What follows belongs to an exercise in optimizing a design on an open flow for small area, a short achievable clock period and few clock cycles per item; a production flow would make more cautious choices.
Function was checked by simulation only, so behaviour that the tests miss may differ from the original.

==> flow/design.v (excerpt) <==
module PixelSolver (
  input               io_cmd_valid,
  output              io_cmd_ready,
  input      [27:0]   io_cmd_payload_x,
  input      [27:0]   io_cmd_payload_y,
  output              io_rsp_valid,
  input               io_rsp_ready,
  output     [5:0]    io_rsp_payload_iteration,
  input               clk,
  input               reset
);
Size: about 5300 cells after synthesis, ~68 I/O pins, ~56000 sq um of cells after synthesis.
==> flow/config.mk <==
export PLATFORM = sky130hd
export DESIGN_NAME = PixelSolver
export DESIGN_NICKNAME = PixelSolver
export VERILOG_FILES = /design/flow/design.v
export SDC_FILE = /design/flow/constraint.sdc
export NUM_CORES = 4
export LEC_CHECK = 0
export CAP_MARGIN = 20
export CORE_MARGIN = 2
export CORE_UTILIZATION = 40
export SLEW_MARGIN = 20
==> flow/constraint.sdc <==
create_clock -name core_clock -period 10.0 [get_ports {clk}]
set_input_delay 2.0000 -clock core_clock [delete_from_list [all_inputs] [get_ports {clk}]]
set_output_delay 2.0000 -clock core_clock [all_outputs]
set_load 0.01 [all_outputs]
standard.sh (not shown) runs the stock make flow with config.mk's settings and CLKGATE_MAP_FILE= SYNTH_SCRIPT=/design/flow/synth_recipe.tcl, a recipe that flattens the netlist after the stock synthesis.
==> flow/flow/run.sh <==
#!/bin/bash
# Standard layout, with one extra step between synthesis and floorplan:
# flow/polarity.py removes the inverters that Yosys's adder extraction leaves
# between full adders (full adders are self-dual), choosing each adder's
# signal polarity so that as few inverters as possible remain. Registers and
# every non-inverter cell keep their names and types.
# The clock period is 10 ns, far above what the design needs, so by default
# the timing repair steps have nothing to do; a setup margin makes them work
# towards a shorter achieved period (the constraints themselves are unchanged).
set -euo pipefail
R=orfs/results/${FLOW_PLATFORM}/PixelSolver/base
bash standard.sh synth > synth.log 2>&1
cp "$R/1_2_yosys.v" yosys_standard.v
python3 flow/polarity.py yosys_standard.v polarity.v > polarity.log 2>&1
cp polarity.v "$R/1_2_yosys.v"
rm -f "$R/1_synth.odb"
bash standard.sh SETUP_SLACK_MARGIN=6.5 TNS_END_PERCENT=0 finish > finish.log 2>&1
Other scripts of this flow, unchanged in this note and not shown: flow/flow/polarity.py
Testbench counts at the start, summed over its fixed seeds: cycles 263,406, pixels 8,192.
Change:
--- a/flow/flow/run.sh
+++ b/flow/flow/run.sh
@@ -16,2 +16,2 @@
 rm -f "$R/1_synth.odb"
-bash standard.sh SETUP_SLACK_MARGIN=6.5 TNS_END_PERCENT=0 finish > finish.log 2>&1
+bash standard.sh SETUP_SLACK_MARGIN=6 finish > finish.log 2>&1
Synthesized cell count does not change. Utilization came out higher by 3.0 points. Routed wire length came out higher by roughly a tenth. Count of clock-buffer cells in the layout came out lower by 1. Global-route usage came out higher by 1.4 points. Synthesized area is unchanged. Via count came out higher by a few percent. Die area stays the same. Final area came out higher by a few percent. Critical path depth came out higher by 6.
Change:
--- a/flow/flow/run.sh
+++ b/flow/flow/run.sh
@@ -16,2 +16,2 @@
 rm -f "$R/1_synth.odb"
-bash standard.sh SETUP_SLACK_MARGIN=6 finish > finish.log 2>&1
+bash standard.sh SETUP_SLACK_MARGIN=5.5 finish > finish.log 2>&1
=> Worst setup slack gets worse by 190 ps. Design area goes down by 6.5%.
Change:
--- a/flow/flow/run.sh
+++ b/flow/flow/run.sh
@@ -16,2 +16,2 @@
 rm -f "$R/1_synth.odb"
-bash standard.sh SETUP_SLACK_MARGIN=5.5 finish > finish.log 2>&1
+bash standard.sh SETUP_SLACK_MARGIN=6.5 TNS_END_PERCENT=0 finish > finish.log 2>&1
--- a/flow/config.mk
+++ b/flow/config.mk
@@ -7,5 +7,5 @@
 export LEC_CHECK = 0
-export CAP_MARGIN = 20
+export CAP_MARGIN = 10
 export CORE_MARGIN = 2
 export CORE_UTILIZATION = 40
-export SLEW_MARGIN = 20
+export SLEW_MARGIN = 10
After rerunning:
- clock-buffer cell count came out higher by 6
- global-route usage is about the same
- setup slack is better by 100 ps
- critical path depth drops by 1
- cell area stays flat
- via count came out lower by 0.67%
- register-to-register slack gets better by 100 ps
- fmax rose by 2.3%
- clock skew increases by 11 ps

[afterwards: timing with drivers on the ports]
The results above use ideal ports. As a check the final layouts listed here were re-extracted and re-timed, cells and wires unchanged. Step 1: set_driving_cell puts a clkbuf_16 on clk and a buf_2 on each other input, an assumption about the parent block. Step 2 times the ports against the registers' clock, not the clock port: input delays grow and output delays shrink by t, the midpoint of the rising clock arrivals with the driver on. Slacks: ideal ports / drivers / drivers and shift; pairs: ideal ports / drivers.
run | t (ns) | slack for setup (ns) | hold WS [ns] | worst setup path after step 2 | pins driven straight from the clock port
the first run | 0.754 | 5.626 / 5.626 / 5.626 | 0.307 / 0.307 / 0.307 | register to register | 1
the second run | 0.754 | 5.699 / 5.699 / 5.699 | 0.311 / 0.311 / 0.311 | register to register | 1
the third run | 0.757 | 5.510 / 5.510 / 5.510 | 0.313 / 0.313 / 0.313 | register to register | 1
the fourth run | 0.755 | 5.613 / 5.613 / 5.613 | 0.306 / 0.306 / 0.306 | register to register | 1
After both steps every run listed still meets setup and hold.
